Context: an optimization exercise on an open-source flow, tuned for small area. The choices shown serve that exercise and are no tape-out recipe.
Power and IR drop assume default switching activity.

==> try-fjord: inputs <==
## axis_fraction_divider
module axis_fraction_divider (
    input  wire        aclk,
    input  wire        aclken,
    input  wire        aresetn,
    input  wire        s_axis_divisor_tvalid,
    input  wire [31:0] s_axis_divisor_tdata,
    input  wire [0:0]  s_axis_divisor_tuser,
    input  wire        s_axis_dividend_tvalid,
    input  wire [31:0] s_axis_dividend_tdata,
    input  wire [0:0]  s_axis_dividend_tuser,
    output wire        m_axis_dout_tvalid,
    output wire [47:0] m_axis_dout_tdata,
    output wire [0:0]  m_axis_dout_tuser
);
==> flow/config.mk <==
export PLATFORM = sky130hd
export DESIGN_NAME = axis_fraction_divider
export DESIGN_NICKNAME = axis_fraction_divider
export VERILOG_FILES = /design/flow/design.v
export SDC_FILE = /design/flow/constraint.sdc
export NUM_CORES = 4
export LEC_CHECK = 0
export ABC_AREA = 1
export CAP_MARGIN = 20
export CORE_MARGIN = 2
export CORE_UTILIZATION = 70
export CTS_BUF_LIST = sky130_fd_sc_hd__clkbuf_16
export CTS_CLUSTER_DIAMETER = 80
export CTS_CLUSTER_SIZE = 25
export GPL_TIMING_DRIVEN = 0
export PLACE_DENSITY = 0.85
export SLEW_MARGIN = 20
==> flow/constraint.sdc <==
create_clock -name core_clock -period 7.5 [get_ports {aclk}]
set_input_delay 1.5000 -clock core_clock [delete_from_list [all_inputs] [get_ports {aclk}]]
set_output_delay 1.5000 -clock core_clock [all_outputs]
set_load 0.01 [all_outputs]
run.sh (not shown) runs the stock make flow with config.mk's settings and CLKGATE_MAP_FILE= SYNTH_SCRIPT=/design/flow/synth_recipe.tcl, a recipe that flattens the netlist after the stock synthesis.
==> try-xenon: changes against try-fjord <==
--- a/flow/design.v
+++ b/flow/design.v
@@ -91,36 +91,18 @@
 wire c5_p5 = (t5[2] | e5[2]) & c5_p0;
 wire c5_g6 = (t5[4] & e5[4]) | ((t5[4] | e5[4]) & c5_g3);
 wire c5_p6 = (t5[4] | e5[4]) & c5_p3;
 wire [5:0] ci5 = {c5_g6, c5_g3, c5_g5, c5_g0, (t5[0] | e5[0]), 1'b1};
 wire g5 = c5_g4 & &d_in[31:6];
 wire [5:0] u5 = {6{g5}} & (e5 ^ ci5);
 wire [5:0] r5 = t5[5:0] ^ u5[5:0];
 wire [5:0] q5 = {q4, g5};
-reg [5:0] R_r5;
-reg [31:0] R_d5;
-reg [5:0] R_q5;
-reg R_v5;
-reg [25:0] R_a5;
-always @(posedge aclk) begin
-    if (~aresetn) R_v5 <= 1'b0;
-    else if (aclken) R_v5 <= v_in;
-end
-always @(posedge aclk) begin
-    if (aclken) begin
-        R_r5 <= r5;
-        R_d5 <= d_in;
-        R_q5 <= q5;
-        R_a5 <= a_in[25:0];
-    end
-end
-wire [31:0] A5 = {6'b0, R_a5};
-wire [6:0] t6 = {R_r5, A5[25]};
-wire [6:0] e6 = R_d5[6:0];
+wire [6:0] t6 = {r5, a_in[25]};
+wire [6:0] e6 = d_in[6:0];
 wire c6_g0 = (t6[1] & e6[1]) | ((t6[1] | e6[1]) & (t6[0] | e6[0]));
 wire c6_p0 = (t6[1] | e6[1]) & 1'b0;
 wire c6_g1 = (t6[3] & e6[3]) | ((t6[3] | e6[3]) & (t6[2] & e6[2]));
 wire c6_p1 = (t6[3] | e6[3]) & (t6[2] | e6[2]);
 wire c6_g2 = (t6[5] & e6[5]) | ((t6[5] | e6[5]) & (t6[4] & e6[4]));
 wire c6_p2 = (t6[5] | e6[5]) & (t6[4] | e6[4]);
 wire c6_g3 = c6_g1 | (c6_p1 & c6_g0);
 wire c6_p3 = c6_p1 & c6_p0;
@@ -128,22 +110,40 @@
 wire c6_p4 = c6_p2 & c6_p3;
 wire c6_g5 = (t6[2] & e6[2]) | ((t6[2] | e6[2]) & c6_g0);
 wire c6_p5 = (t6[2] | e6[2]) & c6_p0;
 wire c6_g6 = (t6[4] & e6[4]) | ((t6[4] | e6[4]) & c6_g3);
 wire c6_p6 = (t6[4] | e6[4]) & c6_p3;
 wire c6_g7 = (t6[6] & e6[6]) | ((t6[6] | e6[6]) & c6_g4);
 wire c6_p7 = (t6[6] | e6[6]) & c6_p4;
 wire [6:0] ci6 = {c6_g4, c6_g6, c6_g3, c6_g5, c6_g0, (t6[0] | e6[0]), 1'b1};
-wire g6 = c6_g7 & &R_d5[31:7];
+wire g6 = c6_g7 & &d_in[31:7];
 wire [6:0] u6 = {7{g6}} & (e6 ^ ci6);
 wire [6:0] r6 = t6[6:0] ^ u6[6:0];
-wire [6:0] q6 = {R_q5, g6};
-wire [7:0] t7 = {r6, A5[24]};
-wire [7:0] e7 = R_d5[7:0];
+wire [6:0] q6 = {q5, g6};
+reg [6:0] R_r6;
+reg [31:0] R_d6;
+reg [6:0] R_q6;
+reg R_v6;
+reg [24:0] R_a6;
+always @(posedge aclk) begin
+    if (~aresetn) R_v6 <= 1'b0;
+    else if (aclken) R_v6 <= v_in;
+end
+always @(posedge aclk) begin
+    if (aclken) begin
+        R_r6 <= r6;
+        R_d6 <= d_in;
+        R_q6 <= q6;
+        R_a6 <= a_in[24:0];
+    end
+end
+wire [31:0] A6 = {7'b0, R_a6};
+wire [7:0] t7 = {R_r6, A6[24]};
+wire [7:0] e7 = R_d6[7:0];
 wire c7_g0 = (t7[1] & e7[1]) | ((t7[1] | e7[1]) & (t7[0] | e7[0]));
 wire c7_p0 = (t7[1] | e7[1]) & 1'b0;
 wire c7_g1 = (t7[3] & e7[3]) | ((t7[3] | e7[3]) & (t7[2] & e7[2]));
 wire c7_p1 = (t7[3] | e7[3]) & (t7[2] | e7[2]);
 wire c7_g2 = (t7[5] & e7[5]) | ((t7[5] | e7[5]) & (t7[4] & e7[4]));
 wire c7_p2 = (t7[5] | e7[5]) & (t7[4] | e7[4]);
 wire c7_g3 = (t7[7] & e7[7]) | ((t7[7] | e7[7]) & (t7[6] & e7[6]));
 wire c7_p3 = (t7[7] | e7[7]) & (t7[6] | e7[6]);
@@ -157,22 +157,22 @@
 wire c7_p7 = c7_p2 & c7_p4;
 wire c7_g8 = (t7[2] & e7[2]) | ((t7[2] | e7[2]) & c7_g0);
 wire c7_p8 = (t7[2] | e7[2]) & c7_p0;
 wire c7_g9 = (t7[4] & e7[4]) | ((t7[4] | e7[4]) & c7_g4);
 wire c7_p9 = (t7[4] | e7[4]) & c7_p4;
 wire c7_g10 = (t7[6] & e7[6]) | ((t7[6] | e7[6]) & c7_g7);
 wire c7_p10 = (t7[6] | e7[6]) & c7_p7;
 wire [7:0] ci7 = {c7_g10, c7_g7, c7_g9, c7_g4, c7_g8, c7_g0, (t7[0] | e7[0]), 1'b1};
-wire g7 = c7_g6 & &R_d5[31:8];
+wire g7 = c7_g6 & &R_d6[31:8];
 wire [7:0] u7 = {8{g7}} & (e7 ^ ci7);
 wire [7:0] r7 = t7[7:0] ^ u7[7:0];
-wire [7:0] q7 = {q6, g7};
-wire [8:0] t8 = {r7, A5[23]};
-wire [8:0] e8 = R_d5[8:0];
+wire [7:0] q7 = {R_q6, g7};
+wire [8:0] t8 = {r7, A6[23]};
+wire [8:0] e8 = R_d6[8:0];
 wire c8_g0 = (t8[1] & e8[1]) | ((t8[1] | e8[1]) & (t8[0] | e8[0]));
 wire c8_p0 = (t8[1] | e8[1]) & 1'b0;
 wire c8_g1 = (t8[3] & e8[3]) | ((t8[3] | e8[3]) & (t8[2] & e8[2]));
 wire c8_p1 = (t8[3] | e8[3]) & (t8[2] | e8[2]);
 wire c8_g2 = (t8[5] & e8[5]) | ((t8[5] | e8[5]) & (t8[4] & e8[4]));
 wire c8_p2 = (t8[5] | e8[5]) & (t8[4] | e8[4]);
 wire c8_g3 = (t8[7] & e8[7]) | ((t8[7] | e8[7]) & (t8[6] & e8[6]));
 wire c8_p3 = (t8[7] | e8[7]) & (t8[6] | e8[6]);
@@ -188,22 +188,22 @@
 wire c8_p8 = (t8[2] | e8[2]) & c8_p0;
 wire c8_g9 = (t8[4] & e8[4]) | ((t8[4] | e8[4]) & c8_g4);
 wire c8_p9 = (t8[4] | e8[4]) & c8_p4;
 wire c8_g10 = (t8[6] & e8[6]) | ((t8[6] | e8[6]) & c8_g7);
 wire c8_p10 = (t8[6] | e8[6]) & c8_p7;
 wire c8_g11 = (t8[8] & e8[8]) | ((t8[8] | e8[8]) & c8_g6);
 wire c8_p11 = (t8[8] | e8[8]) & c8_p6;
 wire [8:0] ci8 = {c8_g6, c8_g10, c8_g7, c8_g9, c8_g4, c8_g8, c8_g0, (t8[0] | e8[0]), 1'b1};
-wire g8 = c8_g11 & &R_d5[31:9];
+wire g8 = c8_g11 & &R_d6[31:9];
 wire [8:0] u8 = {9{g8}} & (e8 ^ ci8);
 wire [8:0] r8 = t8[8:0] ^ u8[8:0];
 wire [8:0] q8 = {q7, g8};
-wire [9:0] t9 = {r8, A5[22]};
-wire [9:0] e9 = R_d5[9:0];
+wire [9:0] t9 = {r8, A6[22]};
+wire [9:0] e9 = R_d6[9:0];
 wire c9_g0 = (t9[1] & e9[1]) | ((t9[1] | e9[1]) & (t9[0] | e9[0]));
 wire c9_p0 = (t9[1] | e9[1]) & 1'b0;
 wire c9_g1 = (t9[3] & e9[3]) | ((t9[3] | e9[3]) & (t9[2] & e9[2]));
 wire c9_p1 = (t9[3] | e9[3]) & (t9[2] | e9[2]);
 wire c9_g2 = (t9[5] & e9[5]) | ((t9[5] | e9[5]) & (t9[4] & e9[4]));
 wire c9_p2 = (t9[5] | e9[5]) & (t9[4] | e9[4]);
 wire c9_g3 = (t9[7] & e9[7]) | ((t9[7] | e9[7]) & (t9[6] & e9[6]));
 wire c9_p3 = (t9[7] | e9[7]) & (t9[6] | e9[6]);
@@ -223,22 +223,22 @@
 wire c9_p10 = (t9[2] | e9[2]) & c9_p0;
 wire c9_g11 = (t9[4] & e9[4]) | ((t9[4] | e9[4]) & c9_g5);
 wire c9_p11 = (t9[4] | e9[4]) & c9_p5;
 wire c9_g12 = (t9[6] & e9[6]) | ((t9[6] | e9[6]) & c9_g8);
 wire c9_p12 = (t9[6] | e9[6]) & c9_p8;
 wire c9_g13 = (t9[8] & e9[8]) | ((t9[8] | e9[8]) & c9_g7);
 wire c9_p13 = (t9[8] | e9[8]) & c9_p7;
 wire [9:0] ci9 = {c9_g13, c9_g7, c9_g12, c9_g8, c9_g11, c9_g5, c9_g10, c9_g0, (t9[0] | e9[0]), 1'b1};
-wire g9 = c9_g9 & &R_d5[31:10];
+wire g9 = c9_g9 & &R_d6[31:10];
 wire [9:0] u9 = {10{g9}} & (e9 ^ ci9);
 wire [9:0] r9 = t9[9:0] ^ u9[9:0];
 wire [9:0] q9 = {q8, g9};
-wire [10:0] t10 = {r9, A5[21]};
-wire [10:0] e10 = R_d5[10:0];
+wire [10:0] t10 = {r9, A6[21]};
+wire [10:0] e10 = R_d6[10:0];
 wire c10_g0 = (t10[1] & e10[1]) | ((t10[1] | e10[1]) & (t10[0] | e10[0]));
 wire c10_p0 = (t10[1] | e10[1]) & 1'b0;
 wire c10_g1 = (t10[3] & e10[3]) | ((t10[3] | e10[3]) & (t10[2] & e10[2]));
 wire c10_p1 = (t10[3] | e10[3]) & (t10[2] | e10[2]);
 wire c10_g2 = (t10[5] & e10[5]) | ((t10[5] | e10[5]) & (t10[4] & e10[4]));
 wire c10_p2 = (t10[5] | e10[5]) & (t10[4] | e10[4]);
 wire c10_g3 = (t10[7] & e10[7]) | ((t10[7] | e10[7]) & (t10[6] & e10[6]));
 wire c10_p3 = (t10[7] | e10[7]) & (t10[6] | e10[6]);
@@ -260,22 +260,22 @@
 wire c10_p11 = (t10[4] | e10[4]) & c10_p5;
 wire c10_g12 = (t10[6] & e10[6]) | ((t10[6] | e10[6]) & c10_g8);
 wire c10_p12 = (t10[6] | e10[6]) & c10_p8;
 wire c10_g13 = (t10[8] & e10[8]) | ((t10[8] | e10[8]) & c10_g7);
 wire c10_p13 = (t10[8] | e10[8]) & c10_p7;
 wire c10_g14 = (t10[10] & e10[10]) | ((t10[10] | e10[10]) & c10_g9);
 wire c10_p14 = (t10[10] | e10[10]) & c10_p9;
 wire [10:0] ci10 = {c10_g9, c10_g13, c10_g7, c10_g12, c10_g8, c10_g11, c10_g5, c10_g10, c10_g0, (t10[0] | e10[0]), 1'b1};
-wire g10 = c10_g14 & &R_d5[31:11];
+wire g10 = c10_g14 & &R_d6[31:11];
 wire [10:0] u10 = {11{g10}} & (e10 ^ ci10);
 wire [10:0] r10 = t10[10:0] ^ u10[10:0];
 wire [10:0] q10 = {q9, g10};
-wire [11:0] t11 = {r10, A5[20]};
-wire [11:0] e11 = R_d5[11:0];
+wire [11:0] t11 = {r10, A6[20]};
+wire [11:0] e11 = R_d6[11:0];
 wire c11_g0 = (t11[1] & e11[1]) | ((t11[1] | e11[1]) & (t11[0] | e11[0]));
 wire c11_p0 = (t11[1] | e11[1]) & 1'b0;
 wire c11_g1 = (t11[3] & e11[3]) | ((t11[3] | e11[3]) & (t11[2] & e11[2]));
 wire c11_p1 = (t11[3] | e11[3]) & (t11[2] | e11[2]);
 wire c11_g2 = (t11[5] & e11[5]) | ((t11[5] | e11[5]) & (t11[4] & e11[4]));
 wire c11_p2 = (t11[5] | e11[5]) & (t11[4] | e11[4]);
 wire c11_g3 = (t11[7] & e11[7]) | ((t11[7] | e11[7]) & (t11[6] & e11[6]));
 wire c11_p3 = (t11[7] | e11[7]) & (t11[6] | e11[6]);
@@ -303,35 +303,35 @@
 wire c11_p14 = (t11[4] | e11[4]) & c11_p6;
 wire c11_g15 = (t11[6] & e11[6]) | ((t11[6] | e11[6]) & c11_g11);
 wire c11_p15 = (t11[6] | e11[6]) & c11_p11;
 wire c11_g16 = (t11[8] & e11[8]) | ((t11[8] | e11[8]) & c11_g9);
 wire c11_p16 = (t11[8] | e11[8]) & c11_p9;
 wire c11_g17 = (t11[10] & e11[10]) | ((t11[10] | e11[10]) & c11_g12);
 wire c11_p17 = (t11[10] | e11[10]) & c11_p12;
 wire [11:0] ci11 = {c11_g17, c11_g12, c11_g16, c11_g9, c11_g15, c11_g11, c11_g14, c11_g6, c11_g13, c11_g0, (t11[0] | e11[0]), 1'b1};
-wire g11 = c11_g10 & &R_d5[31:12];
+wire g11 = c11_g10 & &R_d6[31:12];
 wire [11:0] u11 = {12{g11}} & (e11 ^ ci11);
 wire [11:0] r11 = t11[11:0] ^ u11[11:0];
 wire [11:0] q11 = {q10, g11};
 reg [11:0] R_r11;
 reg [31:0] R_d11;
 reg [11:0] R_q11;
 reg R_v11;
 reg [19:0] R_a11;
 always @(posedge aclk) begin
     if (~aresetn) R_v11 <= 1'b0;
-    else if (aclken) R_v11 <= R_v5;
+    else if (aclken) R_v11 <= R_v6;
 end
 always @(posedge aclk) begin
     if (aclken) begin
         R_r11 <= r11;
-        R_d11 <= R_d5;
+        R_d11 <= R_d6;
         R_q11 <= q11;
-        R_a11 <= A5[19:0];
+        R_a11 <= A6[19:0];
     end
 end
 wire [31:0] A11 = {12'b0, R_a11};
 wire [12:0] t12 = {R_r11, A11[19]};
 wire [12:0] e12 = R_d11[12:0];
 wire c12_g0 = (t12[1] & e12[1]) | ((t12[1] | e12[1]) & (t12[0] | e12[0]));
 wire c12_p0 = (t12[1] | e12[1]) & 1'b0;
 wire c12_g1 = (t12[3] & e12[3]) | ((t12[3] | e12[3]) & (t12[2] & e12[2]));
==> flow/flow/run.sh (new file) <==
#!/bin/bash
set -euo pipefail
bash standard.sh 'BUFFER_PORTS_ARGS=-buffer_cell sky130_fd_sc_hd__buf_2' finish > run_make.log 2>&1
==> flow/standard.sh (new file) <==
#!/bin/bash
# synth_recipe.tcl (not shown) runs the flow's synth.tcl, then flattens the netlist and writes it again
# the make line also repeats each setting of config.mk as NAME=value (left out here)
make -C /OpenROAD-flow-scripts/flow DESIGN_CONFIG=/design/flow/config.mk WORK_HOME=/design/flow/orfs CLKGATE_MAP_FILE= SYNTH_SCRIPT=/design/flow/synth_recipe.tcl "${@:-finish}"
removed: flow/run.sh
==> notes.md <==
metric                                                                                    try-xenon                 try-fjord
Status                                                                     finished with violations  finished with violations
Reasons for failing layout checks                                                      setup timing              setup timing
Seq pwr share                                                                                 21.4%                     18.3%
Cell Pwr Density                                                                       462.7 nW/µm²              522.0 nW/µm²
Timing startpoint of the critical path                                           R_d45[0]$_DFFE_PP_        R_d30[2]$_DFFE_PP_
Setup violators final                                                                             1                       144
Crit path buf inv count                                                                           6                         8
Number of buffers added for setup after CTS                                                      23                        87
Non-clk bufs                                                                                    619                       875
Simple-gate portion of the synthesized area                                                  39.58%                    37.57%
First-pass iteration count of the detailed router                                                 7                        22
Number of enable-type register cells in the synthesized netlist                                1106                      1105
Gate count of the mapped netlist                                                              13310                     12960
Met2 global-route usage                                                                      62.66%                    67.84%
Share of the yosys chip area belonging to registers                                          37.01%                    37.15%
Iteration-0 DRC count of the detailed router                                                   9618                     12420
Critical path capture point type                                                     primary output                  register
Total Routed Length                                                                       256700 µm                 293200 µm
Flip-flop and latch share of the layout cell area                                            33.64%                    31.84%
Seq Cell Count                                                                                 1118                      1117
Slack of the worst reg-to-reg path                                                          0.23 ns                  -1.22 ns
Post-Synthesis Cell Area                                                                  90380 µm²                 89960 µm²
Syn Area/Cell                                                                             6.790 µm²                 6.944 µm²
Diodes inserted                                                                                   6                         9
Portion of the clock cycle consumed by the worst path in the final layout                    101.7%                    116.3%
Die W                                                                                      363.3 µm                  362.5 µm
Function was not checked in any run of this note: the RTL went through the layout flow alone.

==> static timing again, ports no longer ideal <==
The flow's constraints put no driver on any port. The routed layouts listed below were extracted and timed again, unchanged, in two steps. Step 1 (the two cells are an assumption about what drives the block):
set clk [get_ports {aclk}]
set_driving_cell -lib_cell sky130_fd_sc_hd__clkbuf_16 $clk
set_driving_cell -lib_cell sky130_fd_sc_hd__buf_2 [delete_from_list [all_inputs] $clk]
Step 2 moves the port delays by t, midway between the first and last clock arrival at a register: inputs arrive t later, outputs are due t later. That takes back most of the time a late clock gives input paths. a / b / c = ideal ports / drivers / drivers and shift; a / b = the first two.
run	shift t [ns]	slack for setup (ns)	worst setup path after step 2	slew at the worst register clock pin (ns)	worst data-port slew with drivers (ns)
try-fjord	0.835	-1.224 / -1.224 / -1.224	register to register	0.12 / 0.12	0.10
try-xenon	0.790	-0.126 / -0.211 / -0.183	input to register	0.11 / 0.11	0.15
For try-xenon, which loses most, drivers alone change the setup slack by -0.085 ns; drivers and shift together by -0.057 ns.
